What follows belongs to an exercise in optimizing a design on an open flow for small area; a production flow would make more cautious choices.
Where RTL was checked, it was by simulation tests only, not by an equivalence proof against the original.
No functional check of the RTL was part of runs 1 and 3.
Power and IR drop assume default switching activity.

<file path="flow/design.v">
module pattern_controller (
    input  wire       clk,
    input  wire       reset_n,
    input  wire [1:0] pattern_type,
    input  wire [2:0] color,
    input  wire [2:0] speed,
    output reg        start,
    output reg  [2:0] img_grb,
    output reg        img_all,
    output reg  [2:0] img_pos
);
    reg [1:0]  type_reg;
    reg [2:0]  color_reg;
    reg [2:0]  speed_reg;
    reg        update;         
    reg [14:0] step_lo;
    reg [3:0]  step_hi;
    reg [2:0]  led_position;
    reg        direction;
    reg        flash_state;
    localparam [14:0] LO_FIRST = 15'h7830;   
    localparam [14:0] LO_NEXT  = 15'h7060;   
    function [2:0] color_value;
        input [2:0] sel;
        case (sel)
            3'd0: color_value = 3'b010;
            3'd1: color_value = 3'b100;
            3'd2: color_value = 3'b001;
            3'd3: color_value = 3'b110;
            3'd4: color_value = 3'b101;
            3'd5: color_value = 3'b011;
            3'd6: color_value = 3'b111;
            default: color_value = 3'b000;
        endcase
    endfunction
    wire changed = (pattern_type != type_reg) || (color != color_reg) || (speed != speed_reg);
    wire lo_end  = (step_lo == 15'h1);
    wire expire  = !update && lo_end && (step_hi == 4'd13);
    wire [2:0] cv = color_value(color_reg);
    always @(posedge clk or negedge reset_n) begin
        if (!reset_n) begin
            type_reg <= 2'b00;
            color_reg <= 3'b000;
            speed_reg <= 3'b000;
            start <= 1'b0;
            update <= 1'b0;
            step_lo <= 15'h0;
            step_hi <= 4'h0;
            led_position <= 0;
            direction <= 0;
            flash_state <= 0;
            img_grb <= 3'b000;
            img_all <= 1'b1;
            img_pos <= 3'd0;
        end else begin
            start <= update | expire;
            update <= !update && changed;
            type_reg <= pattern_type;
            color_reg <= color;
            speed_reg <= speed;
            if (update | expire) begin
                step_lo <= LO_FIRST;
                step_hi <= {1'b0, speed_reg};
            end else if (lo_end) begin
                step_lo <= LO_NEXT;
                step_hi <= step_hi - 1'b1;
            end else begin
                step_lo <= {step_lo[13:0], step_lo[14] ^ step_lo[13]};
            end
            if (update) begin
                img_grb <= cv;
                case (type_reg)
                    2'b00: img_all <= 1'b1;
                    2'b01, 2'b10: begin
                        img_all <= 1'b0;
                        img_pos <= 3'd0;
                        led_position <= 3'd0;
                        direction <= 1'b0;
                    end
                    2'b11: begin
                        img_all <= 1'b1;
                        flash_state <= 1'b1;
                    end
                endcase
            end else if (expire) begin
                case (type_reg)
                    2'b01: begin
                        img_grb <= cv;
                        img_all <= 1'b0;
                        img_pos <= led_position;
                        led_position <= led_position + 1'b1;
                    end
                    2'b10: begin
                        img_grb <= cv;
                        img_all <= 1'b0;
                        img_pos <= led_position;
                        if (direction == 1'b0) begin
                            led_position <= led_position + 1'b1;
                            if (led_position >= 3'd6) direction <= 1'b1;
                        end else begin
                            led_position <= led_position - 1'b1;
                            if (led_position <= 3'd1) direction <= 1'b0;
                        end
                    end
                    2'b11: begin
                        flash_state <= ~flash_state;
                        img_grb <= flash_state ? cv : 3'b000;
                        img_all <= 1'b1;
                    end
                    default: ;
                endcase
            end
        end
    end
endmodule
module ws2812_driver (
    input  wire       clk,
    input  wire       reset_n,
    input  wire       start,
    input  wire [2:0] img_grb,
    input  wire       img_all,
    input  wire [2:0] img_pos,
    output reg        led_data
);
    reg [6:0] cnt;
    reg [3:0] sr;
    reg [2:0] bit_cnt;
    reg [2:0] led_idx;    
    localparam [6:0] HIGH0 = 7'b1101001;   
    localparam [6:0] HIGH1 = 7'b0011100;   
    localparam [6:0] LOW0  = 7'b0011111;   
    localparam [6:0] LOW1  = 7'b0010011;   
    localparam [6:0] GAP0  = 7'b1101111;   
    localparam [6:0] GAPN  = 7'b0010110;   
    localparam [6:0] TERM  = 7'h01;
    wire term     = (cnt == TERM);
    wire led_done = (sr[2:0] == 3'b000);
    wire blk_zero = (bit_cnt == 3'd0) && (led_idx == 3'd0);
    wire [2:0] word = (img_all || img_pos == led_idx) ? img_grb : 3'b000;
    always @(posedge clk or negedge reset_n) begin
        if (!reset_n) begin
            cnt <= TERM;
            sr <= 4'b0000;
            bit_cnt <= 3'd0;
            led_idx <= 3'd0;
            led_data <= 1'b0;
        end else if (!term) begin
            cnt <= {cnt[5:0], cnt[6] ^ cnt[5]};
        end else if (led_data) begin
            led_data <= 1'b0;
            cnt <= sr[3] ? LOW1 : LOW0;
            bit_cnt <= bit_cnt + 1'b1;
            if (bit_cnt == 3'd7)
                sr <= {sr[2:0], 1'b0};
        end else if (!led_done) begin
            led_data <= 1'b1;
            cnt <= sr[3] ? HIGH1 : HIGH0;
        end else if (sr[3]) begin
            if (led_idx != 3'd0) begin
                sr <= {word, 1'b1};
                led_idx <= led_idx + 1'b1;
            end else begin
                sr <= 4'b0000;
                bit_cnt <= bit_cnt + 1'b1;
                cnt <= GAP0;
            end
        end else if (!blk_zero) begin
            bit_cnt <= bit_cnt + 1'b1;
            if (bit_cnt == 3'd7)
                led_idx <= led_idx + 1'b1;
            cnt <= (bit_cnt == 3'd7 && led_idx == 3'd7) ? TERM : GAPN;
        end else if (start) begin
            sr <= {word, 1'b1};
            led_idx <= led_idx + 1'b1;
        end
    end
endmodule
module top_led_controller #(
    parameter NUM_LED = 8
)(
    input  wire clk,
    input  wire reset_n,
    input  wire [1:0] pattern_type,
    input  wire [2:0] color,
    input  wire [2:0] speed,
    output wire led_data
);
    wire       start;
    wire [2:0] img_grb;
    wire       img_all;
    wire [2:0] img_pos;
    pattern_controller u_pattern_controller (
        .clk(clk), .reset_n(reset_n),
        .pattern_type(pattern_type), .color(color), .speed(speed),
        .start(start), .img_grb(img_grb), .img_all(img_all), .img_pos(img_pos)
    );
    ws2812_driver u_ws2812_driver (
        .clk(clk), .reset_n(reset_n), .start(start),
        .img_grb(img_grb), .img_all(img_all), .img_pos(img_pos),
        .led_data(led_data)
    );
endmodule
</file>
<file path="flow/run.sh">
#!/bin/bash
# synth_recipe.tcl (not shown) runs the flow's synth.tcl, then flattens the netlist and writes it again
# the make line also repeats each setting of config.mk as NAME=value (left out here)
make -C /OpenROAD-flow-scripts/flow DESIGN_CONFIG=/design/flow/config.mk WORK_HOME=/design/flow/orfs CLKGATE_MAP_FILE= SYNTH_SCRIPT=/design/flow/synth_recipe.tcl finish
</file>
<file path="flow/constraint.sdc">
create_clock -name core_clock -period 10.0 [get_ports {clk}]
set_input_delay 2.0000 -clock core_clock [delete_from_list [all_inputs] [get_ports {clk}]]
set_output_delay 2.0000 -clock core_clock [all_outputs]
set_load 0.01 [all_outputs]
</file>
<file path="flow/config.mk">
export PLATFORM = sky130hd
export DESIGN_NAME = top_led_controller
export DESIGN_NICKNAME = top_led_controller
export VERILOG_FILES = /design/flow/design.v
export SDC_FILE = /design/flow/constraint.sdc
export NUM_CORES = 4
export LEC_CHECK = 0
export CAP_MARGIN = 20
export CORE_MARGIN = 2
export CORE_UTILIZATION = 40
export CTS_BUF_LIST = sky130_fd_sc_hd__clkbuf_4
export CTS_CLUSTER_DIAMETER = 200
export CTS_CLUSTER_SIZE = 40
export PLACE_DENSITY = 0.6
export SLEW_MARGIN = 20
</file>
==> results of run 1 <==
[Yosys cell counts, types with 2 or more instances]
cell type / instances
inv_1: 17
mux2i_1: 4
and3_1: 2
nand2b_1: 10
nand2_1: 14
and4_1: 2
o31ai_1: 6
mux2_2: 5
a31oi_1: 5
a211oi_1: 2
a22oi_1: 5
dfrtp_1: 57
nor2_1: 13
nor4_1: 6
dfstp_2: 2
o21ai_0: 9
o22a_1: 3
a21oi_1: 11
xnor2_1: 9
and2_1: 7
ha_1: 14
nand3_1: 3
nor3_1: 6
clkbuf_1: 7
mux2_1: 5
xor2_1: 10
o2bb2ai_1: 3
a22o_1: 2
o21bai_1: 2
[through the flow]
| step | instance area [µm²] | power [W] |
|---|---|---|
| after CTS | 3230 | 0.000492 |
| after global placement | 3090 | 0.000322 |
| after floorplan | 2910 | 0.000303 |
| after global routing | 3230 | 0.000511 |
| final | 3230 | 0.000483 |
| after detailed placement | 3090 | 0.000323 |
[how the worst max path moves through the flow]
| stage | slack (ns) | end | depth (start not counted) |
|---|---|---|---|
| floorplan | 7.40 | u_pattern_controller.update$_DFF_PN0_ | 3 |
| global placement | 6.81 | led_data | 1 |
| detailed placement | 6.79 | led_data | 1 |
| CTS | 6.34 | led_data | 1 |
| global route | 6.27 | led_data | 1 |
| finish | 6.37 | led_data | 1 |
[cell type report]
class | instances | area [µm²]
fillers | 708 | 3910
flip-flops and latches | 59 | 1480
multi-input cells | 178 | 1320
well taps | 99 | 124
repair buffers | 11 | 103
clock buffers | 12 | 90.1
inverters | 17 | 63.8
clock inverters | 4 | 42.5
[cells by family after synthesis]
kind of cell / after synthesis
flops: 59
buf+inv: 26
xor+xnor: 19
simple gates: 75
mux: 14
compound gates: 56
fa+ha+maj: 14
[power breakdown]
group	internal (W)	switching (W)
clock	0.0000830	0.0000832
combinational	0.0000231	0.0000257
sequential	0.000254	0.0000143
[routing by layer]
layer  wire, µm  part of all wire [%]
met1       2430                    48
met2       2410                    47
met3        172                   3.4
met4         73                   1.4
met5          0                     0
==> results by group, run 1 <==
Outcome
  – Status: timing/DRC/antenna clean

Worst setup path
  – Crit path buf inv count: 1
  – Critical Path Max Stage Delay: 0.62 ns
  – Reg2reg start: u_ws2812_driver.cnt[0]$_DFFE_PN1P_
  – Reg-to-reg slack, setup: 7.53 ns
  – Cell Chain, Critical Path: clkdlybuf4s50_1
  – Kind of critical path: reg -> out
  – Arrival time worst endpoint: 1.63 ns
  – Critical path's slowest cell: dfrtp_1
  – Critical Path Start: u_ws2812_driver.led_data$_DFFE_PN0N_
  – CP Data Required Time: 8.00 ns
  – Worst Setup End Kind: output pin
  – Critical Path Fanout Max: 16
  – Startpoint types: flip-flop
  – FF-to-FF path depth: 5
  – Worst flop-to-flop path endpoint: u_ws2812_driver.led_idx[2]$_DFFE_PN0P_
  – Delay-heaviest family, CP: flip-flops

Synth
  – Post-Synth Simple-Gate Area: 15.4%
  – FF+latch count, synth: 59
  – Net Count, Synth: 287
  – Mapped Cells: 263
  – Main flop type after synthesis: dfrtp_1
  – Synth Area in XOR/XNOR: 5.72%
  – Main combinational cell family by area after synthesis: simple AND/OR/NAND/NOR gates
  – Compound-Gate Fraction of Synth Area: 13.2%
  – Register area share after synthesis: 50.8%
  – Top cell type's share of synthesized area: 49.0%
  – Yosys warning count: 2
  – Mux share of post-synthesis cell area: 5.25%
  – Post-synth ARST share: 100%
  – Dominant cell type by area after synthesis: dfrtp_1
  – Syn_area_per_cell: 11.1 µm²
  – Largest cells by area after synthesis: dfrtp_1 (49%), ha_1 (6.0%), xor2_1 (3.0%)
  – Adder-cell share of the synthesized area: 6.02%
  – EDFF count, synth: 0
  – Netlist cell types: 51
  – Mapped Area: 0.00291 mm²

STA
  – Final slew viol count: 0
  – Hold_ws: 0.471 ns
  – Slew @ Worst Pin: 0.837 ns
  – Minimum clock period: 3.63 ns
  – Hold Fails Final Rpt: 0
  – Sum of negative setup slack: 0 ns
  – F_max: 275 MHz
  – Clk_skew: 0.0205 ns
  – RSZ-0062 raised after global routing: false
  – Final Worst Setup Slack: 6.37 ns
  – Crit share post-route: 36.3%
  – Slew HR: 44.2%
  – Final setup fails: 0

Floorplanning
  – # rows: 31
  – Initial core utilization: 40.8%
  – Top Ports: 11
  – Chip Height: 89.3 µm
  – Core Region: 0.00714 mm²
  – Die width: 89.3 µm
  – Die area: 0.00797 mm²

Routing
  – Final wirelength: 5090 µm
  – Via count: 1,948
  – DRC viols: 0
  – DRT iter0 DRCs: 80
  – Drt pass-1 iters: 4
  – Antenna Violating Nets Remaining: 0
  – Via density: 5.13
  – Routed length per instance: 13.4 µm

Place
  – Detailed Place HPWL: 3470 µm
  – Gpl congestion: 0.792
  – Pre-CTS WS: 6.79 ns
  – Placed cells: 364
  – Port Buffers: 10

Finish
  – Top flop regs: u_pattern_controller.step_lo x15, u_ws2812_driver.cnt x7
  – Max FFs per register: 15
  – N_diodes: 0
  – Largest Register: u_pattern_controller.step_lo
  – Area grow syn2layout: 10.9%
  – Commonest non-fill, non-tap cell in the layout: dfrtp_1
  – Layout Cells excl Fill: 380
  – Layout cells sized above 1: 10.7%
  – Most frequent cells in the layout: dfrtp_1 (57), inv_1 (17), nand2_1 (14), ha_1 (14), nor2_1 (13)
  – Finished Core Util: 45.2%
  – Final net count: 300

Global route
  – Vias in the first global route: 1,898
  – Most Crowded Layer GR: met2
  – Grt total ovfl: 0
  – Initial antenna violation count: 0
  – Met1 Use GR: 18.8%
  – Met3 GRT Util: 3.97%
  – Largest net degree at the start of global routing: 60
  – Total global-route track usage: 14.5%
  – Met2 GRT Util: 22.8%
  – First-pass GRT wire length: 8800 µm

Clocking
  – Clk Latency, worst-skew pair: 0.39 ns
  – Post-CTS Hold Fix Bufs: 0
  – H-tree depth: 3
  – Worst-path clk slew: 0.10 ns
  – CTS root buf: clkbuf_4
  – Buffers from clock root to sink, at most: 2
  – CTS tree: done
  – Setup Buffers After CTS: 0
  – TritonCTS Buffers: 9
  – Resize count post-CTS: 0
  – Clk sinks: 59

Worst hold path
  – WHS Endpoint: u_pattern_controller.step_lo[13]$_DFF_PN0_
  – Hold Path Class: reg -> reg
  – Worst hold start: u_pattern_controller.step_lo[12]$_DFF_PN0_
  – WHS Path Cells: 1

Pwr
  – Peak VDD IR: 73.5 µV
  – Power per cell area: 150 mW/mm²
  – Pleak: 1.48 nW

Job
  – Total of max-cap violations: 0
==> inputs of run 2 (changes only) <==
--- a/flow/design.v
+++ b/flow/design.v
@@ -124,16 +124,14 @@
 );
-    reg [6:0] cnt;
-    reg [3:0] sr;
-    reg [2:0] bit_cnt;
-    reg [2:0] led_idx;    
-    localparam [6:0] HIGH0 = 7'b1101001;   
-    localparam [6:0] HIGH1 = 7'b0011100;   
-    localparam [6:0] LOW0  = 7'b0011111;   
-    localparam [6:0] LOW1  = 7'b0010011;   
-    localparam [6:0] GAP0  = 7'b1101111;   
-    localparam [6:0] GAPN  = 7'b0010110;   
-    localparam [6:0] TERM  = 7'h01;
+    reg [12:0] cnt;
+    reg [3:0]  sr;
+    reg [2:0]  bit_cnt;
+    reg [2:0]  led_idx;    
+    localparam [12:0] HIGH0 = 13'h1220;   
+    localparam [12:0] HIGH1 = 13'h0650;   
+    localparam [12:0] LOW0  = 13'h1a68;   
+    localparam [12:0] LOW1  = 13'h0068;   
+    localparam [12:0] GAP   = 13'h0211;   
+    localparam [12:0] TERM  = 13'h0001;
     wire term     = (cnt == TERM);
     wire led_done = (sr[2:0] == 3'b000);
-    wire blk_zero = (bit_cnt == 3'd0) && (led_idx == 3'd0);
     wire [2:0] word = (img_all || img_pos == led_idx) ? img_grb : 3'b000;
@@ -147,3 +145,3 @@
         end else if (!term) begin
-            cnt <= {cnt[5:0], cnt[6] ^ cnt[5]};
+            cnt <= {cnt[11:0], cnt[12] ^ cnt[2]};
         end else if (led_data) begin
@@ -157,19 +155,8 @@
             cnt <= sr[3] ? HIGH1 : HIGH0;
-        end else if (sr[3]) begin
-            if (led_idx != 3'd0) begin
-                sr <= {word, 1'b1};
-                led_idx <= led_idx + 1'b1;
-            end else begin
-                sr <= 4'b0000;
-                bit_cnt <= bit_cnt + 1'b1;
-                cnt <= GAP0;
-            end
-        end else if (!blk_zero) begin
-            bit_cnt <= bit_cnt + 1'b1;
-            if (bit_cnt == 3'd7)
-                led_idx <= led_idx + 1'b1;
-            cnt <= (bit_cnt == 3'd7 && led_idx == 3'd7) ? TERM : GAPN;
-        end else if (start) begin
+        end else if (sr[3] ? (led_idx != 3'd0) : start) begin
             sr <= {word, 1'b1};
             led_idx <= led_idx + 1'b1;
+        end else if (sr[3]) begin
+            sr <= 4'b0000;
+            cnt <= GAP;
         end
--- a/flow/config.mk
+++ b/flow/config.mk
@@ -10,5 +10,2 @@
 export CORE_UTILIZATION = 40
-export CTS_BUF_LIST = sky130_fd_sc_hd__clkbuf_4
-export CTS_CLUSTER_DIAMETER = 200
-export CTS_CLUSTER_SIZE = 40
 export PLACE_DENSITY = 0.6
==> results by group, run 2 <==
Routing
  – Via density: 5.21
  – Antenna Violating Nets Remaining: 0
  – DRC viols: 0
  – DR WL met2: 2280 µm
  – Wl on met1: 2860 µm
  – Met3 wire len: 179 µm
  – Final wirelength: 5460 µm
  – DRT iter0 DRCs: 183
  – Routed length per instance: 14.4 µm
  – Top Layer Used: met4
  – Drt pass-1 iters: 4
  – Via count: 1,978

Clocking
  – Clk sinks: 65
  – Post-CTS Hold Fix Bufs: 0
  – Setup Buffers After CTS: 0
  – Buffers from clock root to sink, at most: 2
  – Clk Latency, worst-skew pair: 0.35 ns
  – CTS root buf: clkbuf_8
  – Resize count post-CTS: 0
  – TritonCTS Buffers: 9
  – H-tree depth: 3
  – CTS tree: done
  – Worst-path clk slew: 0.07 ns

STA
  – Clk_skew: 0.0101 ns
  – Final slew viol count: 0
  – Hold Fails Final Rpt: 0
  – F_max: 277 MHz
  – Slew @ Worst Pin: 0.897 ns
  – Crit share post-route: 36.1%
  – RSZ-0062 raised after global routing: false
  – Hold_ws: 0.382 ns
  – Slew HR: 40.2%
  – Minimum clock period: 3.61 ns
  – Final setup fails: 0
  – Sum of negative setup slack: 0 ns

Pwr
  – Power per cell area: 167 mW/mm²
  – Pleak: 1.54 nW
  – Gate power share: 9.0%
  – Sequential Power Share: 51.7%
  – P_sw: 0.000142 W
  – Switching power share of the total: 25.2%
  – Internal cell power: 0.000423 W
  – Peak VDD IR: 79.5 µV
  – Clock power share: 39.4%

Floorplanning
  – Initial core utilization: 41.5%
  – Core Region: 0.00729 mm²
  – Chip Height: 91.0 µm
  – # rows: 31
  – Top Ports: 11
  – Die width: 91.0 µm
  – Die area: 0.00828 mm²

Place
  – Gpl congestion: 0.750
  – Detailed Place HPWL: 3540 µm
  – Port Buffers: 10

Job
  – Total of max-cap violations: 0

Worst setup path
  – Reg2reg start: u_pattern_controller.step_lo[5]$_DFF_PN0_
  – Arrival time worst endpoint: 1.61 ns
  – Cell Chain, Critical Path: clkdlybuf4s50_1
  – Worst flop-to-flop path endpoint: u_pattern_controller.step_hi[2]$_DFFE_PN0P_
  – FF-to-FF path depth: 5
  – Worst Setup End Kind: output pin
  – Critical path's slowest cell: dfrtp_1
  – Delay-heaviest family, CP: flip-flops
  – Crit path buf inv count: 1
  – Startpoint types: flip-flop
  – Critical Path Fanout Max: 17
  – Critical Path Max Stage Delay: 0.64 ns
  – Kind of critical path: reg -> out
  – CP Data Required Time: 8.00 ns
  – Reg-to-reg slack, setup: 7.68 ns

Finish
  – N_diodes: 0
  – Area grow syn2layout: 12.0%
  – Commonest non-fill, non-tap cell in the layout: dfrtp_1
  – Most frequent cells in the layout: dfrtp_1 (63), inv_1 (18), nor2_1 (18)
  – Final net count: 297
  – Max FFs per register: 15
  – Largest Register: u_pattern_controller.step_lo
  – Top flop regs: u_pattern_controller.step_lo x15, u_ws2812_driver.cnt x13
  – Fill cell count: 707
  – Layout cells sized above 1: 13.2%

Synth
  – Most frequent cell after synthesis: dfrtp_1
  – Register area share after synthesis: 53.8%
  – Largest cells by area after synthesis: dfrtp_1 (52%), ha_1 (4.5%), mux2_2 (3.3%)
  – Mapped Cells: 269
  – Commonest cells post-synth: dfrtp_1 (63), inv_1 (18), nor2_1 (18), clkbuf_1 (13), ha_1 (11)
  – Main flop type after synthesis: dfrtp_1
  – Post-synth ARST share: 100%
  – Syn_area_per_cell: 11.2 µm²
  – Dominant cell type by area after synthesis: dfrtp_1
  – EDFF count, synth: 0
  – FF+latch count, synth: 65
  – Net Count, Synth: 290
  – Netlist cell types: 57
  – Yosys warning count: 2
  – Mapped Area: 0.00303 mm²
  – Top cell type's share of synthesized area: 52.1%

Global route
  – Vias in the first global route: 1,870
  – Grt total ovfl: 0
  – Initial antenna violation count: 0
  – Total global-route track usage: 14.9%
  – Largest net degree at the start of global routing: 66
  – First-pass GRT wire length: 9520 µm

Outcome
  – Status: timing/DRC/antenna clean

Worst hold path
  – WHS Endpoint: u_ws2812_driver.cnt[2]$_DFFE_PN0P_
  – WHS Path Cells: 0
  – Worst hold start: u_ws2812_driver.cnt[1]$_DFFE_PN0P_
  – Hold Path Class: reg -> reg
[run 2: routing by layer]
metal / vias to the layer above / global-route usage, %
li1: 978 / -
met1: 961 / 22.8
met2: 28 / 19.2
met3: 11 / 3.73
met4: 0 / 7.95
met5: - / 0
[run 2: worst max-delay path by stage]
stage               cells after the start  slack, ns                                     to                                 start
floorplan                               3       7.40  u_pattern_controller.update$_DFF_PN0_                              color[0]
global placement                        1       6.79                               led_data  u_ws2812_driver.led_data$_DFFE_PN0P_
finish                                  1       6.39                               led_data  u_ws2812_driver.led_data$_DFFE_PN0P_
CTS                                     1       6.37                               led_data  u_ws2812_driver.led_data$_DFFE_PN0P_
global route                            1       6.28                               led_data  u_ws2812_driver.led_data$_DFFE_PN0P_
detailed placement                      1       6.76                               led_data  u_ws2812_driver.led_data$_DFFE_PN0P_
[run 2: cell type report]
class	count	area, µm²	area share, %
Timing Repair Buffer	11	103	3.03
Tap cell	99	124	3.66
Clock inverter	5	55.1	1.62
Sequential cell	65	1630	48.1
Inverter	18	67.6	1.99
Multi-Input combinational cell	171	1270	37.4
Clock buffer	11	141	4.17
[run 2: through the flow]
stage | setup slack [ns] | instances | util, % | area (µm²) | total power (W)
detailed placement | 6.76 | 364 | 43.8 | 3190 | 0.000348
floorplan | 7.40 | 269 | - | 3030 | 0.000328
global placement | 6.79 | 364 | 43.8 | 3190 | 0.000347
CTS | 6.37 | 380 | 46.5 | 3390 | 0.000572
global route | 6.28 | 380 | 46.5 | 3390 | 0.000597
finish | 6.39 | 380 | 46.5 | 3390 | 0.000565
[run 2: power by group through the flow]
stage	logic, W	clock network (W)	registers, W
5_1_grt	0.0000589	0.000244	0.000294
4_1_cts	0.0000519	0.000229	0.000292
6_report	0.0000506	0.000223	0.000292
3_3_place_gp	0.0000507	0	0.000296
2_1_floorplan	0.0000392	0	0.000289
3_5_place_dp	0.0000516	0	0.000297
[run 2: cell families (layout without fill, tap and decap cells)]
group / count (synthesis) / in the layout / share of synthesized area (%)
buffers and inverters: 33 / 45 / 4.22
multiplexers: 12 / 12 / 4.38
adder cells (fa/ha/maj): 11 / 11 / 4.55
XOR/XNOR: 19 / 19 / 5.50
AO/OA/AOI/OAI: 44 / 44 / 11.1
flip-flops: 65 / 65 / 53.8
AND/OR/NAND/NOR: 85 / 85 / 16.4
==> inputs of run 3 (changes only) <==
--- a/flow/design.v
+++ b/flow/design.v
@@ -124,14 +124,16 @@
 );
-    reg [12:0] cnt;
-    reg [3:0]  sr;
-    reg [2:0]  bit_cnt;
-    reg [2:0]  led_idx;    
-    localparam [12:0] HIGH0 = 13'h1220;   
-    localparam [12:0] HIGH1 = 13'h0650;   
-    localparam [12:0] LOW0  = 13'h1a68;   
-    localparam [12:0] LOW1  = 13'h0068;   
-    localparam [12:0] GAP   = 13'h0211;   
-    localparam [12:0] TERM  = 13'h0001;
+    reg [6:0] cnt;
+    reg [3:0] sr;
+    reg [2:0] bit_cnt;
+    reg [2:0] led_idx;    
+    localparam [6:0] HIGH0 = 7'b1101001;   
+    localparam [6:0] HIGH1 = 7'b0011100;   
+    localparam [6:0] LOW0  = 7'b0011111;   
+    localparam [6:0] LOW1  = 7'b0010011;   
+    localparam [6:0] GAP0  = 7'b1101111;   
+    localparam [6:0] GAPN  = 7'b0010110;   
+    localparam [6:0] TERM  = 7'h01;
     wire term     = (cnt == TERM);
     wire led_done = (sr[2:0] == 3'b000);
+    wire blk_zero = (bit_cnt == 3'd0) && (led_idx == 3'd0);
     wire [2:0] word = (img_all || img_pos == led_idx) ? img_grb : 3'b000;
@@ -145,3 +147,3 @@
         end else if (!term) begin
-            cnt <= {cnt[11:0], cnt[12] ^ cnt[2]};
+            cnt <= {cnt[5:0], cnt[6] ^ cnt[5]};
         end else if (led_data) begin
@@ -155,8 +157,19 @@
             cnt <= sr[3] ? HIGH1 : HIGH0;
-        end else if (sr[3] ? (led_idx != 3'd0) : start) begin
+        end else if (sr[3]) begin
+            if (led_idx != 3'd0) begin
+                sr <= {word, 1'b1};
+                led_idx <= led_idx + 1'b1;
+            end else begin
+                sr <= 4'b0000;
+                bit_cnt <= bit_cnt + 1'b1;
+                cnt <= GAP0;
+            end
+        end else if (!blk_zero) begin
+            bit_cnt <= bit_cnt + 1'b1;
+            if (bit_cnt == 3'd7)
+                led_idx <= led_idx + 1'b1;
+            cnt <= (bit_cnt == 3'd7 && led_idx == 3'd7) ? TERM : GAPN;
+        end else if (start) begin
             sr <= {word, 1'b1};
             led_idx <= led_idx + 1'b1;
-        end else if (sr[3]) begin
-            sr <= 4'b0000;
-            cnt <= GAP;
         end
==> flow/flow/run.sh (new file) <==
#!/bin/bash
# Own layout flow:
#  1. the standard synthesis (bash standard.sh synth), unchanged;
#  2. its combinational logic re-mapped by ABC for area, flip-flop cells and
#     their names untouched; a candidate is used only if a SAT proof shows its
#     logic between flip-flops and ports equals the standard synthesis's;
#  3. the standard layout steps with single-drive port buffers and a clock
#     tree of small buffers without dummy loads.
# Each tool's output goes to a log_*.txt file in the work folder.
set -uo pipefail
W=$(pwd)
F=$W/flow
R=$W/orfs/results/$FLOW_PLATFORM/top_led_controller/base
L=$W/orfs/logs/$FLOW_PLATFORM/top_led_controller/base
LIB=$FLOW_HOME/platforms/$FLOW_PLATFORM/lib/sky130_fd_sc_hd__tt_025C_1v80.lib

bash standard.sh synth > $W/log_synth.txt 2>&1 || exit 1
cp $R/1_2_yosys.v $W/std_synth.v

python3 $F/splitlib.py $LIB $W/comb.lib $W/seq.lib > $W/log_splitlib.txt 2>&1 || exit 1
DU=$(grep -o -- "-dont_use [A-Za-z0-9_]*" $L/1_2_yosys.log | sort -u | tr '\n' ' ')
python3 $F/cutff.py $W/seq.lib $W/std_synth.v $W/eq_gold.v gold 2> $W/log_cut_gold.txt

best=""
best_area=""
for s in $F/abc_*.script; do
    n=$(basename $s .script)
    yosys -p "read_liberty -lib $W/seq.lib; read_liberty $W/comb.lib; read_verilog $W/std_synth.v; hierarchy -top $FLOW_TOP; flatten; opt_clean; abc -script $s -liberty $LIB $DU; opt_clean -purge; hilomap -singleton -hicell sky130_fd_sc_hd__conb_1 HI -locell sky130_fd_sc_hd__conb_1 LO; splitnets; opt_clean -purge; rename -enumerate; tee -o $W/${n}.stat stat -liberty $LIB; write_verilog -noattr -nohex -nodec $W/${n}.v" > $W/log_${n}.txt 2>&1 || continue
    python3 $F/cutff.py $W/seq.lib $W/${n}.v $W/eq_${n}.v gate 2> $W/log_cut_${n}.txt || continue
    yosys -p "read_liberty $W/comb.lib; read_verilog $W/eq_gold.v $W/eq_${n}.v; hierarchy -check; flatten gold gate; miter -equiv -flatten -make_outputs gold gate miter; hierarchy -top miter; sat -verify -prove trigger 0 miter" > $W/log_eq_${n}.txt 2>&1 || continue
    a=$(grep -o "Chip area for module .*: [0-9.]*" $W/${n}.stat | grep -o "[0-9.]*$")
    echo "$n $a" >> $W/log_candidates.txt
    if [ -z "$best" ] || python3 -c "import sys; sys.exit(0 if float('$a') < float('$best_area') else 1)"; then
        best=$n; best_area=$a
    fi
done
echo "chosen: ${best:-standard}" >> $W/log_candidates.txt
if [ -n "$best" ]; then
    cp $W/${best}.v $R/1_2_yosys.v
    rm -f $R/1_synth.odb $R/1_synth.sdc
fi

bash standard.sh \
    BUFFER_PORTS_ARGS="-buffer_cell sky130_fd_sc_hd__buf_1" \
    CTS_ARGS="-sink_clustering_enable -repair_clock_nets -dont_use_dummy_load -buf_list sky130_fd_sc_hd__clkbuf_4 -sink_clustering_size 30 -sink_clustering_max_diameter 400" \
    finish > $W/log_layout.txt 2>&1 || exit 1
==> flow/flow/abc_c2amap.script (new file) <==
strash
&get -n
&fraig -x
&put
scorr
dc2
balance -l
resub -K 6 -l
rewrite -l
resub -K 6 -N 2 -l
refactor -l
resub -K 8 -l
balance -l
resub -K 8 -N 2 -l
rewrite -l
resub -K 10 -l
rewrite -z -l
resub -K 10 -N 2 -l
balance -l
resub -K 12 -l
refactor -z -l
resub -K 12 -N 2 -l
rewrite -z -l
balance -l
balance -l
resub -K 6 -l
rewrite -l
resub -K 6 -N 2 -l
refactor -l
resub -K 8 -l
balance -l
resub -K 8 -N 2 -l
rewrite -l
resub -K 10 -l
rewrite -z -l
resub -K 10 -N 2 -l
balance -l
resub -K 12 -l
refactor -z -l
resub -K 12 -N 2 -l
rewrite -z -l
balance -l
dch -f
amap
==> flow/flow/abc_c2nf.script (new file) <==
strash
&get -n
&fraig -x
&put
scorr
dc2
balance -l
resub -K 6 -l
rewrite -l
resub -K 6 -N 2 -l
refactor -l
resub -K 8 -l
balance -l
resub -K 8 -N 2 -l
rewrite -l
resub -K 10 -l
rewrite -z -l
resub -K 10 -N 2 -l
balance -l
resub -K 12 -l
refactor -z -l
resub -K 12 -N 2 -l
rewrite -z -l
balance -l
balance -l
resub -K 6 -l
rewrite -l
resub -K 6 -N 2 -l
refactor -l
resub -K 8 -l
balance -l
resub -K 8 -N 2 -l
rewrite -l
resub -K 10 -l
rewrite -z -l
resub -K 10 -N 2 -l
balance -l
resub -K 12 -l
refactor -z -l
resub -K 12 -N 2 -l
rewrite -z -l
balance -l
&get -n
&dch -f
&nf -R 1000
&put
==> flow/flow/abc_nf.script (new file) <==
strash
&get -n
&fraig -x
&put
scorr
dc2
strash
&get -n
&dch -f
&nf -R 1000
&put
==> flow/flow/abc_r2map.script (new file) <==
strash
&get -n
&fraig -x
&put
scorr
dc2
balance
rewrite
refactor
balance
rewrite
rewrite -z
balance
refactor -z
rewrite -z
balance
balance
rewrite
refactor
balance
rewrite
rewrite -z
balance
refactor -z
rewrite -z
balance
dch -f
map -a
==> flow/flow/cutff.py (new file) <==
#!/usr/bin/env python3
# Make a combinational model of a gate netlist: every flip-flop instance (cell
# type given by the seq liberty) is removed; its output nets become inputs
# ff_q_<i>, its input pins become outputs ff_<pin>_<i>, numbered by instance name.
import sys, re
seqlib, src, dst, modname = sys.argv[1:5]
seqcells = set(re.findall(r'\n\s*cell\s*\(\s*"?(\w+)"?\s*\)', open(seqlib).read()))
t = open(src).read()
m = re.search(r'module\s+(\S+)\s*\((.*?)\);(.*)endmodule', t, re.S)
ports, body = m.group(2), m.group(3)
ident = r'(?:\\\S+\s|[A-Za-z_][\w$]*)'
inst_re = re.compile(r'(\b[A-Za-z_]\w*)\s+(' + ident + r')\s*\((\s*\..*?)\);', re.S)
ffs = []
def repl(mm):
    if mm.group(1) in seqcells:
        pins = dict((p, n.strip()) for p, n in re.findall(r'\.(\w+)\s*\((.*?)\)\s*(?:,|$)', mm.group(3), re.S))
        ffs.append((mm.group(2).strip(), pins))
        return ''
    return mm.group(0)
body2 = inst_re.sub(repl, body)
ffs.sort()
extra_ports, decls, assigns = [], [], []
for i, (name, pins) in enumerate(ffs):
    for p, n in sorted(pins.items()):
        if p in ('Q', 'Q_N'):
            if n:
                pn = f'ff_{p}_{i}'
                extra_ports.append(pn); decls.append(f'  input {pn};')
                assigns.append(f'  assign {n} = {pn};')
        elif p in ('CLK', 'CLK_N'):
            continue
        else:
            pn = f'ff_{p}_{i}'
            extra_ports.append(pn); decls.append(f'  output {pn};')
            assigns.append(f'  assign {pn} = {n};')
out = f'module {modname}({ports}, {", ".join(extra_ports)});\n' + '\n'.join(decls) + '\n' + body2 + '\n'.join(assigns) + '\nendmodule\n'
open(dst, 'w').write(out)
print(len(ffs), 'flops cut', file=sys.stderr)
==> flow/flow/splitlib.py (new file) <==
#!/usr/bin/env python3
# Split a liberty file into combinational cells and the rest (sequential cells).
import sys, re
src, comb_out, seq_out = sys.argv[1:4]
t = open(src).read()
# find top-level cell groups by brace matching
cells = []
i = 0
for m in re.finditer(r'\n\s*cell\s*\(', t):
    start = m.start()
    if cells and start < cells[-1][1]:
        continue
    j = t.index('{', m.end())
    depth = 0
    k = j
    while True:
        if t[k] == '{': depth += 1
        elif t[k] == '}':
            depth -= 1
            if depth == 0: break
        k += 1
    cells.append((start, k + 1))
head = t[:cells[0][0]]
tail = t[cells[-1][1]:]
comb, seq = [], []
for s, e in cells:
    body = t[s:e]
    if re.search(r'\b(ff|latch|statetable)\s*\(', body) or 'three_state' in body:
        seq.append(body)
    else:
        comb.append(body)
open(comb_out, 'w').write(head + ''.join(comb) + tail)
open(seq_out, 'w').write(head + ''.join(seq) + tail)
print(len(comb), 'comb', len(seq), 'seq')
==> flow/standard.sh (new file) <==
#!/bin/bash
# synth_recipe.tcl (not shown) runs the flow's synth.tcl, then flattens the netlist and writes it again
# the make line also repeats each setting of config.mk as NAME=value (left out here)
make -C /OpenROAD-flow-scripts/flow DESIGN_CONFIG=/design/flow/config.mk WORK_HOME=/design/flow/orfs CLKGATE_MAP_FILE= SYNTH_SCRIPT=/design/flow/synth_recipe.tcl "${@:-finish}"
removed: flow/run.sh
==> results by group, run 3 <==
Outcome
  – Status: timing/DRC/antenna clean

STA
  – Final Worst Setup Slack: 6.79 ns
  – Final slew viol count: 0
  – F_max: 312 MHz
  – RSZ-0062 raised after global routing: false
  – Minimum clock period: 3.21 ns
  – Hold Fails Final Rpt: 0
  – Final setup fails: 0
  – Clk_skew: 0.0268 ns
  – Slew HR: 51.4%
  – Sum of negative setup slack: 0 ns
  – Crit share post-route: 32.1%
  – Slew @ Worst Pin: 0.729 ns

Clocking
  – Clk sinks: 59
  – Worst-path clk slew: 0.08 ns
  – H-tree depth: 3
  – CTS root buf: clkbuf_4
  – Resize count post-CTS: 0
  – Clk Latency, worst-skew pair: 0.40 ns
  – Buffers from clock root to sink, at most: 2
  – TritonCTS Buffers: 9
  – Setup Buffers After CTS: 0
  – Post-CTS Hold Fix Bufs: 0
  – CTS tree: done

Floorplanning
  – Chip Height: 83.5 µm
  – # rows: 28
  – Initial core utilization: 41.9%
  – Die width: 83.5 µm
  – Core Region: 0.00603 mm²
  – Top Ports: 11
  – Die area: 0.00697 mm²

Pwr
  – Peak VDD IR: 87.5 µV
  – Switching power share of the total: 26.2%
  – P_sw: 0.000111 W
  – Sequential Power Share: 62.6%
  – Clock power share: 27.1%
  – Gate power share: 10.2%
  – Power per cell area: 155 mW/mm²
  – Pleak: 1.17 nW
  – Pwr Total: 0.000423 W
  – Internal cell power: 0.000312 W

Finish
  – Final net count: 302
  – Largest Register: u_pattern_controller.step_lo
  – Area grow syn2layout: 8.22%
  – Layout cells sized above 1: 4.48%
  – Commonest non-fill, non-tap cell in the layout: nor2_1
  – Most frequent cells in the layout: nor2_1 (58), dfrtp_1 (57), clkinv_1 (37)
  – Top flop regs: u_pattern_controller.step_lo x15, u_ws2812_driver.cnt x7
  – Fill cell count: 581
  – N_diodes: 0
  – Max FFs per register: 15

Global route
  – Vias in the first global route: 1,900
  – Grt total ovfl: 0
  – Total global-route track usage: 15.7%
  – Largest net degree at the start of global routing: 60
  – First-pass GRT wire length: 8650 µm
  – Initial antenna violation count: 0

Place
  – Gpl congestion: 0.822
  – Port Buffers: 10
  – Pre-CTS WS: 6.81 ns
  – Detailed Place HPWL: 3400 µm

Synth
  – Net Count, Synth: 280
  – Yosys warning count: 2
  – Mapped Area: 0.00253 mm²
  – Syn_area_per_cell: 9.36 µm²
  – Mapped Cells: 270

Routing
  – DRT iter0 DRCs: 84
  – Via count: 1,958
  – Routed length per instance: 12.9 µm
  – Via density: 5.36
  – Final wirelength: 4700 µm
  – Drt pass-1 iters: 4
  – DRC viols: 0
  – Antenna Violating Nets Remaining: 0

Worst setup path
  – CP Data Required Time: 10.31 ns
  – Worst Setup End Kind: flip-flop
  – Arrival time worst endpoint: 3.52 ns
  – Worst flop-to-flop path endpoint: u_pattern_controller.img_all$_DFFE_PN1P_
  – Reg-to-reg slack, setup: 6.79 ns
  – FF-to-FF path depth: 8
  – Startpoint types: flip-flop
  – Reg2reg start: u_pattern_controller.step_lo[11]$_DFF_PN0_
  – Critical Path Fanout Max: 11
  – Kind of critical path: reg -> reg

Job
  – Total of max-cap violations: 0

Worst hold path
  – Hold Path Class: reg -> reg
  – Worst hold start: u_pattern_controller.step_lo[14]$_DFF_PN0_
  – WHS Endpoint: u_pattern_controller.step_lo[0]$_DFF_PN0_
  – WHS Path Cells: 1
==> run 3: final cells by class <==
cell class              instances  area, µm²  share of cell area [%]
clock buffers                   9       67.6                    2.47
inverters                      37        139                    5.08
multi-input cells             174        910                    33.3
flip-flops and latches         59       1480                    54.1
well taps                      75       93.8                    3.43
repair buffers                 11       46.3                    1.69
==> run 3: layer usage <==
layer,vias to the layer above,GRT usage (%),part of all wire (%)
li1,1006,-,-
met1,902,20.7,51
met2,36,23.7,43
met3,14,4.45,3.9
met4,0,8.06,2.1
met5,-,0,0
==> run 3: worst max path at each step <==
stage | startpoint | endpoint | slack [ns] | depth (start not counted)
after global routing | u_pattern_controller.step_lo[11]$_DFF_PN0_ | u_pattern_controller.led_position[2]$_DFFE_PN0P_ | 6.41 | 8
after detailed placement | u_pattern_controller.step_lo[11]$_DFF_PN0_ | u_pattern_controller.direction$_DFFE_PN0P_ | 6.81 | 8
after floorplan | speed[1] | u_pattern_controller.update$_DFF_PN0_ | 7.13 | 5
final | u_pattern_controller.step_lo[11]$_DFF_PN0_ | u_pattern_controller.img_all$_DFFE_PN1P_ | 6.79 | 8
after CTS | u_pattern_controller.step_lo[11]$_DFF_PN0_ | u_pattern_controller.img_all$_DFFE_PN1P_ | 6.78 | 8
after global placement | u_pattern_controller.step_lo[11]$_DFF_PN0_ | u_pattern_controller.img_all$_DFFE_PN1P_ | 6.96 | 8
==> run 3: power by group through the flow <==
stage               combinational, W  clock, W  sequential [W]
finish                     0.0000432  0.000115        0.000265
CTS                        0.0000441  0.000120        0.000265
detailed placement         0.0000439         0        0.000270
global placement           0.0000437         0        0.000270
floorplan                  0.0000298         0        0.000267
global route               0.0000513  0.000129        0.000267
==> run 3: metrics by stage <==
stage	cells	util, %	area (µm²)	hold WS [ns]
2_1_floorplan	270	-	2530	0.424
3_3_place_gp	356	44.3	2670	0.441
3_5_place_dp	356	44.3	2670	0.436
4_1_cts	365	45.4	2740	0.458
5_1_grt	365	45.4	2740	0.492
6_report	365	45.4	2740	0.455
==> run 3: critical path: stages (launching register included) <==
cell and delay, ns:
dfrtp_1 0.37, or4_1 0.51, nor3_1 0.50, clkinv_1 0.40
nor2_1 0.38, clkinv_1 0.24, o21ai_0 0.45, clkinv_1 0.13
o22ai_1 0.14
==> inputs of run 4 (changes only) <==
--- a/flow/design.v
+++ b/flow/design.v
@@ -128,9 +128,9 @@
     reg [2:0] led_idx;    
-    localparam [6:0] HIGH0 = 7'b1101001;   
-    localparam [6:0] HIGH1 = 7'b0011100;   
-    localparam [6:0] LOW0  = 7'b0011111;   
-    localparam [6:0] LOW1  = 7'b0010011;   
-    localparam [6:0] GAP0  = 7'b1101111;   
-    localparam [6:0] GAPN  = 7'b0010110;   
-    localparam [6:0] TERM  = 7'h01;
+    localparam [6:0] HIGH0 = 7'b0011100;   
+    localparam [6:0] HIGH1 = 7'b0111100;   
+    localparam [6:0] LOW0  = 7'b1100001;   
+    localparam [6:0] LOW1  = 7'b0010110;   
+    localparam [6:0] GAP0  = 7'b0100111;   
+    localparam [6:0] GAPN  = 7'b1110000;   
+    localparam [6:0] TERM  = 7'b0110100;
     wire term     = (cnt == TERM);
--- a/flow/flow/run.sh
+++ b/flow/flow/run.sh
@@ -23,15 +23,16 @@
 
-best=""
-best_area=""
+cand() {
+    local s=$1 n
+    n=$(basename $s .script)
+    yosys -p "read_liberty -lib $W/seq.lib; read_liberty $W/comb.lib; read_verilog $W/std_synth.v; hierarchy -top $FLOW_TOP; flatten; opt_clean; abc -script $s -liberty $LIB $DU; opt_clean -purge; hilomap -singleton -hicell sky130_fd_sc_hd__conb_1 HI -locell sky130_fd_sc_hd__conb_1 LO; splitnets; opt_clean -purge; rename -enumerate; tee -o $W/${n}.stat stat -liberty $LIB; write_verilog -noattr -nohex -nodec $W/${n}.v" > $W/log_${n}.txt 2>&1 || return
+    python3 $F/cutff.py $W/seq.lib $W/${n}.v $W/eq_${n}.v gate 2> $W/log_cut_${n}.txt || return
+    yosys -p "read_liberty $W/comb.lib; read_verilog $W/eq_gold.v $W/eq_${n}.v; hierarchy -check; flatten gold gate; miter -equiv -flatten -make_outputs gold gate miter; hierarchy -top miter; sat -verify -prove trigger 0 miter" > $W/log_eq_${n}.txt 2>&1 || return
+    echo "$n $(grep -o "Chip area for module .*: [0-9.]*" $W/${n}.stat | grep -o "[0-9.]*$")" > $W/ok_${n}.txt
+}
 for s in $F/abc_*.script; do
-    n=$(basename $s .script)
-    yosys -p "read_liberty -lib $W/seq.lib; read_liberty $W/comb.lib; read_verilog $W/std_synth.v; hierarchy -top $FLOW_TOP; flatten; opt_clean; abc -script $s -liberty $LIB $DU; opt_clean -purge; hilomap -singleton -hicell sky130_fd_sc_hd__conb_1 HI -locell sky130_fd_sc_hd__conb_1 LO; splitnets; opt_clean -purge; rename -enumerate; tee -o $W/${n}.stat stat -liberty $LIB; write_verilog -noattr -nohex -nodec $W/${n}.v" > $W/log_${n}.txt 2>&1 || continue
-    python3 $F/cutff.py $W/seq.lib $W/${n}.v $W/eq_${n}.v gate 2> $W/log_cut_${n}.txt || continue
-    yosys -p "read_liberty $W/comb.lib; read_verilog $W/eq_gold.v $W/eq_${n}.v; hierarchy -check; flatten gold gate; miter -equiv -flatten -make_outputs gold gate miter; hierarchy -top miter; sat -verify -prove trigger 0 miter" > $W/log_eq_${n}.txt 2>&1 || continue
-    a=$(grep -o "Chip area for module .*: [0-9.]*" $W/${n}.stat | grep -o "[0-9.]*$")
-    echo "$n $a" >> $W/log_candidates.txt
-    if [ -z "$best" ] || python3 -c "import sys; sys.exit(0 if float('$a') < float('$best_area') else 1)"; then
-        best=$n; best_area=$a
-    fi
+    cand $s &
 done
+wait
+cat $W/ok_*.txt > $W/log_candidates.txt 2>/dev/null
+best=$(sort -k2 -g $W/log_candidates.txt | head -1 | cut -d' ' -f1)
 echo "chosen: ${best:-standard}" >> $W/log_candidates.txt
==> flow/flow/abc_ds_amap.script (new file) <==
strash
&get -n
&fraig -x
&put
scorr
dc2
&get -n
&deepsyn -T 150
&put
dch -f
amap
==> flow/flow/abc_ds_nf.script (new file) <==
strash
&get -n
&fraig -x
&put
scorr
dc2
&get -n
&deepsyn -T 150 -S 5
&put
&get -n
&dch -f
&nf -R 1000
&put
removed: flow/flow/abc_nf.script
removed: flow/flow/abc_r2map.script
==> results by group, run 4 <==
Routing
  – Routed length per instance: 13.9 µm
  – Antenna Violating Nets Remaining: 0
  – DRC viols: 0
  – Via density: 5.17
  – Drt pass-1 iters: 4
  – Final wirelength: 5110 µm
  – DRT iter0 DRCs: 81
  – Via count: 1,907

Worst setup path
  – Startpoint types: flip-flop
  – Critical Path Fanout Max: 12
  – Critical Path Max Stage Delay: 0.57 ns
  – Kind of critical path: reg -> out
  – Arrival time worst endpoint: 1.15 ns
  – Worst Setup End Kind: output pin
  – Cell Chain, Critical Path: buf_1
  – CP Data Required Time: 8.00 ns
  – Critical path's slowest cell: dfrtp_1
  – Delay-heaviest family, CP: flip-flops
  – Crit path buf inv count: 1

Place
  – Detailed Place HPWL: 3630 µm
  – Port Buffers: 10
  – Gpl congestion: 0.812
  – Pre-CTS WS: 7.26 ns

Finish
  – Largest Register: u_pattern_controller.step_lo
  – Top flop regs: u_pattern_controller.step_lo x15, u_ws2812_driver.cnt x7
  – Final net count: 295
  – Fill cell count: 721
  – Reg area: 0.00148 mm²
  – Area of the multi-input gates: 0.00134 mm²
  – N_diodes: 0
  – Area grow syn2layout: 7.21%
  – Max FFs per register: 15
  – Layout cells sized above 1: 15.2%
  – Commonest non-fill, non-tap cell in the layout: dfrtp_1
  – Finished Core Util: 43.8%
  – Most frequent cells in the layout: dfrtp_1 (55), inv_1 (16), nand2_1 (15)

Floorplanning
  – Core Region: 0.00714 mm²
  – Initial core utilization: 40.9%
  – # rows: 31
  – Die width: 89.4 µm
  – Top Ports: 11
  – Chip Height: 89.4 µm
  – Die area: 0.00799 mm²

Synth
  – Register area share after synthesis: 50.8%
  – Yosys warning count: 2
  – Syn_area_per_cell: 11.3 µm²
  – Adder-cell share of the synthesized area: 5.58%
  – Top cell type's share of synthesized area: 47.2%
  – Post-synth ARST share: 100%
  – Net Count, Synth: 280
  – Largest cells by area after synthesis: dfrtp_1 (47%), ha_1 (5.6%), dfstp_2 (3.6%)
  – Dominant cell type by area after synthesis: dfrtp_1
  – Commonest cells post-synth: dfrtp_1 (55), inv_1 (16), nand2_1 (15), ha_1 (13)
  – Post-Synth Simple-Gate Area: 17.2%
  – EDFF count, synth: 0
  – Most frequent cell after synthesis: dfrtp_1
  – Main flop type after synthesis: dfrtp_1
  – Mapped Area: 0.00292 mm²
  – Synth Area in XOR/XNOR: 5.41%
  – FF+latch count, synth: 59
  – Mux share of post-synthesis cell area: 4.25%
  – Compound-Gate Fraction of Synth Area: 13.5%
  – Main combinational cell family by area after synthesis: simple AND/OR/NAND/NOR gates
  – Mapped Cells: 257
  – Netlist cell types: 49

STA
  – Clk_skew: 0.0327 ns
  – Final slew viol count: 0
  – Final setup fails: 0
  – Final Worst Setup Slack: 6.85 ns
  – Sum of negative setup slack: 0 ns
  – Crit share post-route: 31.5%
  – F_max: 317 MHz
  – Slew @ Worst Pin: 0.721 ns
  – RSZ-0062 raised after global routing: false
  – Minimum clock period: 3.15 ns
  – Slew HR: 52.0%
  – Hold Fails Final Rpt: 0

Worst hold path
  – Hold Path Class: reg -> reg

Clocking
  – Buffers from clock root to sink, at most: 2
  – Worst-path clk slew: 0.10 ns
  – Setup Buffers After CTS: 0
  – Clk Latency, worst-skew pair: 0.40 ns
  – Clk sinks: 59
  – H-tree depth: 3
  – CTS root buf: clkbuf_4
  – Post-CTS Hold Fix Bufs: 0
  – CTS tree: done
  – Resize count post-CTS: 0
  – TritonCTS Buffers: 9

Global route
  – First-pass GRT wire length: 8580 µm
  – Total global-route track usage: 14.2%
  – Largest net degree at the start of global routing: 60
  – Initial antenna violation count: 0
  – Grt total ovfl: 0
  – Vias in the first global route: 1,862

Pwr
  – Peak VDD IR: 66.9 µV
  – Pleak: 1.40 nW
  – Power per cell area: 138 mW/mm²
  – Pwr Total: 0.000432 W

Job
  – Total of max-cap violations: 0

Outcome
  – Status: timing/DRC/antenna clean
[run 4: cell families (layout without fill, tap and decap cells)]
group	count (synthesis)	after routing
adders and majority gates	13	13
DFF	59	59
muxes	11	11
and+or+nand+nor	78	78
AOI/OAI and AO/OA	54	54
xor gates and xnor gates	18	18
buffers and inverters	24	37
[run 4: routing by layer]
layer | share of wire (%) | global-route usage (%) | vias up | wire, µm
met5 | 0 | 0 | - | 0
met4 | 1.3 | 7.60 | 0 | 66
met3 | 3.6 | 3.60 | 7 | 183
met2 | 47 | 21.9 | 36 | 2390
met1 | 48 | 18.5 | 925 | 2470
li1 | - | - | 939 | -
[run 4: final timing paths]
check                      slack, ns                                       start  depth (start not counted)                                          endpoint
hold / removal                  0.46  u_pattern_controller.step_lo[12]$_DFF_PN0_                          1        u_pattern_controller.step_lo[13]$_DFF_PN0_
max in group asynchronous       7.76                                     reset_n                          2       u_pattern_controller.step_hi[2]$_DFFE_PN0P_
setup / recovery                6.85        u_ws2812_driver.led_data$_DFFE_PN0N_                          1                                          led_data
min in group asynchronous       1.75                                     reset_n                          2        u_pattern_controller.direction$_DFFE_PN0P_
setup reg to reg                7.96   u_pattern_controller.step_lo[6]$_DFF_PN0_                          5  u_pattern_controller.led_position[0]$_DFFE_PN0P_
hold reg to reg                 0.46  u_pattern_controller.step_lo[12]$_DFF_PN0_                          1        u_pattern_controller.step_lo[13]$_DFF_PN0_
[run 4: metrics by stage]
step,instance area [µm²],std cells,hold WS [ns]
floorplan,2920,257,0.436
global placement,3060,360,0.442
detailed placement,3060,360,0.448
CTS,3130,369,0.470
global route,3130,369,0.496
finish,3130,369,0.462
[run 4: final cells by class]
class / count / area share, %
flip-flops and latches: 59 / 47.4
inverters: 16 / 1.92
clock buffers: 9 / 2.16
repair buffers: 12 / 1.72
multi-input cells: 174 / 42.9
well taps: 99 / 3.96
[run 4: power by group]
group          switching (W)  internal [W]
clock              0.0000745     0.0000417
sequential         0.0000117      0.000254
combinational      0.0000291     0.0000210
total               0.000115      0.000316
==> inputs of run 5 (changes only) <==
--- a/flow/flow/cutff.py
+++ b/flow/flow/cutff.py
@@ -22,4 +22,8 @@
 extra_ports, decls, assigns = [], [], []
+def esc(n):
+    # an escaped identifier ends at white space
+    return n + ' ' if n.startswith('\\') else n
 for i, (name, pins) in enumerate(ffs):
     for p, n in sorted(pins.items()):
+        n = esc(n)
         if p in ('Q', 'Q_N'):
==> results by group, run 5 <==
Global route
  – Grt total ovfl: 0
  – Total global-route track usage: 14.5%
  – Most Crowded Layer GR: met2
  – Met1 Use GR: 20.0%
  – Initial antenna violation count: 0
  – Largest net degree at the start of global routing: 60
  – First-pass GRT wire length: 7250 µm
  – Met3 GRT Util: 4.95%
  – Vias in the first global route: 1,581
  – Met2 GRT Util: 20.8%

Worst setup path
  – Reg-to-reg slack, setup: 7.08 ns
  – Delay-heaviest family, CP: flip-flops
  – Critical Path Max Stage Delay: 0.51 ns
  – FF-to-FF path depth: 8
  – Arrival time worst endpoint: 1.06 ns
  – CP Data Required Time: 8.00 ns
  – Critical path's slowest cell: dfrtp_1
  – Crit path buf inv count: 1
  – Kind of critical path: reg -> out
  – Critical Path Fanout Max: 10
  – Worst flop-to-flop path endpoint: u_ws2812_driver.cnt[2]$_DFFE_PN1P_
  – Cell Chain, Critical Path: buf_1
  – Startpoint types: flip-flop
  – Reg2reg start: u_ws2812_driver.cnt[5]$_DFFE_PN1P_
  – Worst Setup End Kind: output pin

STA
  – Final slew viol count: 0
  – Slew @ Worst Pin: 0.747 ns
  – Final setup fails: 0
  – Clk_skew: 0.0190 ns
  – F_max: 326 MHz
  – Minimum clock period: 3.06 ns
  – Sum of negative setup slack: 0 ns
  – Hold Fails Final Rpt: 0
  – Slew HR: 49.7%
  – Crit share post-route: 30.6%
  – RSZ-0062 raised after global routing: false

Pwr
  – Internal cell power: 0.000329 W
  – Clock power share: 25.5%
  – Peak VDD IR: 86.4 µV
  – Gate power share: 11.7%
  – P_sw: 0.000124 W
  – Sequential Power Share: 62.8%
  – Pleak: 1.13 nW
  – Power per cell area: 172 mW/mm²
  – Switching power share of the total: 27.3%

Routing
  – Via density: 5.21
  – DRC viols: 0
  – Antenna Violating Nets Remaining: 0
  – Via count: 1,640
  – DRT iter0 DRCs: 99
  – Drt pass-1 iters: 4
  – Final wirelength: 4090 µm
  – Routed length per instance: 13.0 µm

Finish
  – N_diodes: 0
  – Layout Cells excl Fill: 315
  – Fill cell count: 571
  – Most frequent cells in the layout: dfrtp_1 (55), nor2_1 (18), a21oi_1 (14)
  – Final net count: 252
  – Area grow syn2layout: 8.53%
  – Commonest non-fill, non-tap cell in the layout: dfrtp_1
  – Layout cells sized above 1: 6.25%
  – Finished Cell Area: 0.00264 mm²
  – Largest Register: u_pattern_controller.step_lo
  – Max FFs per register: 15
  – Top flop regs: u_pattern_controller.step_lo x15, u_ws2812_driver.cnt x7

Clocking
  – Post-CTS Hold Fix Bufs: 0
  – CTS tree: done
  – Buffers from clock root to sink, at most: 2
  – Clk sinks: 59
  – Setup Buffers After CTS: 0
  – Worst-path clk slew: 0.08 ns
  – CTS root buf: clkbuf_4
  – H-tree depth: 3
  – Resize count post-CTS: 0
  – TritonCTS Buffers: 9
  – Clk Latency, worst-skew pair: 0.39 ns

Place
  – Placed cells: 306
  – Gpl congestion: 0.758
  – Dpl cell area: 0.00257 mm²
  – Detailed Place HPWL: 2830 µm
  – Port Buffers: 10

Worst hold path
  – Hold Path Class: reg -> reg
  – Worst hold start: u_pattern_controller.step_lo[12]$_DFF_PN0_
  – WHS Endpoint: u_pattern_controller.step_lo[13]$_DFF_PN0_
  – WHS Path Cells: 1

Outcome
  – Status: timing/DRC/antenna clean

Synth
  – Syn_area_per_cell: 11.1 µm²
  – Net Count, Synth: 230
  – Mapped Area: 0.00243 mm²
  – Mapped Cells: 220
  – Yosys warning count: 2

Floorplanning
  – Chip Height: 82 µm
  – Top Ports: 11
  – Die width: 82 µm
  – Initial core utilization: 41.3%
  – # rows: 28
  – Core Region: 0.00589 mm²
  – Die area: 0.00672 mm²

Job
  – Total of max-cap violations: 0
run 5: area by class of cell:
| type | count | area [µm²] | share of cell area [%] |
|---|---|---|---|
| Tap cell | 75 | 93.8 | 3.55 |
| Multi-Input combinational cell | 150 | 911 | 34.5 |
| Sequential cell | 59 | 1480 | 56.1 |
| Timing Repair Buffer | 11 | 46.3 | 1.75 |
| Inverter | 11 | 41.3 | 1.56 |
| Clock buffer | 9 | 67.6 | 2.56 |
run 5: per-layer routing:
| layer | vias to the layer above | wire length [µm] |
|---|---|---|
| li1 | 819 | - |
| met2 | 26 | 1830 |
| met1 | 784 | 2020 |
| met4 | 0 | 82 |
| met3 | 11 | 159 |
| met5 | - | 0 |
run 5: worst max-delay path by stage:
stage | end | cells past startpoint | from
detailed placement | u_pattern_controller.update$_DFF_PN0_ | 5 | speed[0]
global route | u_ws2812_driver.cnt[2]$_DFFE_PN1P_ | 8 | u_ws2812_driver.cnt[5]$_DFFE_PN1P_
global placement | u_pattern_controller.update$_DFF_PN0_ | 5 | speed[0]
floorplan | u_pattern_controller.update$_DFF_PN0_ | 4 | speed[0]
finish | led_data | 1 | u_ws2812_driver.led_data$_DFFE_PN0N_
CTS | led_data | 1 | u_ws2812_driver.led_data$_DFFE_PN0N_
run 5: through the flow:
stage | worst slack, ns | hold WS, ns | utilization [%] | total power [W]
floorplan | 7.13 | 0.428 | - | 0.000324
global placement | 6.96 | 0.447 | 43.7 | 0.000341
detailed placement | 6.92 | 0.445 | 43.7 | 0.000344
CTS | 6.92 | 0.465 | 44.9 | 0.000459
global route | 6.77 | 0.502 | 44.9 | 0.000481
finish | 6.94 | 0.466 | 44.9 | 0.000453
run 5: power groups by stage:
stage,Combinational [W],Clock (W),Sequential [W]
final,0.0000531,0.000116,0.000285
after global routing,0.0000624,0.000130,0.000289
after CTS,0.0000542,0.000120,0.000285
after detailed placement,0.0000542,0,0.000289
after global placement,0.0000526,0,0.000289
after floorplan,0.0000403,0,0.000283

[static timing again, ports no longer ideal]
The results above use ideal ports. As a check the final layouts listed here were re-extracted and re-timed, cells and wires unchanged.
Step 1 (the two cells are an assumption about what drives the block):
set clk [get_ports {clk}]
set_driving_cell -lib_cell sky130_fd_sc_hd__clkbuf_16 $clk
set_driving_cell -lib_cell sky130_fd_sc_hd__buf_2 [delete_from_list [all_inputs] $clk]
Step 2 also shifts input and output timing later by t, the mid clock arrival at the registers, as if the neighbouring blocks saw the same clock.
a / b / c = no drivers / after step 1 / after step 2; a / b = the first two.
run	shift t [ns]	setup WS [ns]	clock arrival spread, ns
run 1	0.411	6.368 / 6.339 / 6.751	0.021 / 0.021
run 2	0.373	6.386 / 6.358 / 6.731	0.010 / 0.010
run 3	0.411	6.790 / 6.790 / 6.790	0.032 / 0.031
run 4	0.407	6.846 / 6.820 / 7.227	0.033 / 0.033
run 5	0.402	6.936 / 6.911 / 6.912	0.019 / 0.019
After both steps setup and hold are still met in every run listed. For run 5, which loses most, drivers alone change the setup slack by -0.025 ns; drivers and shift together by -0.024 ns.
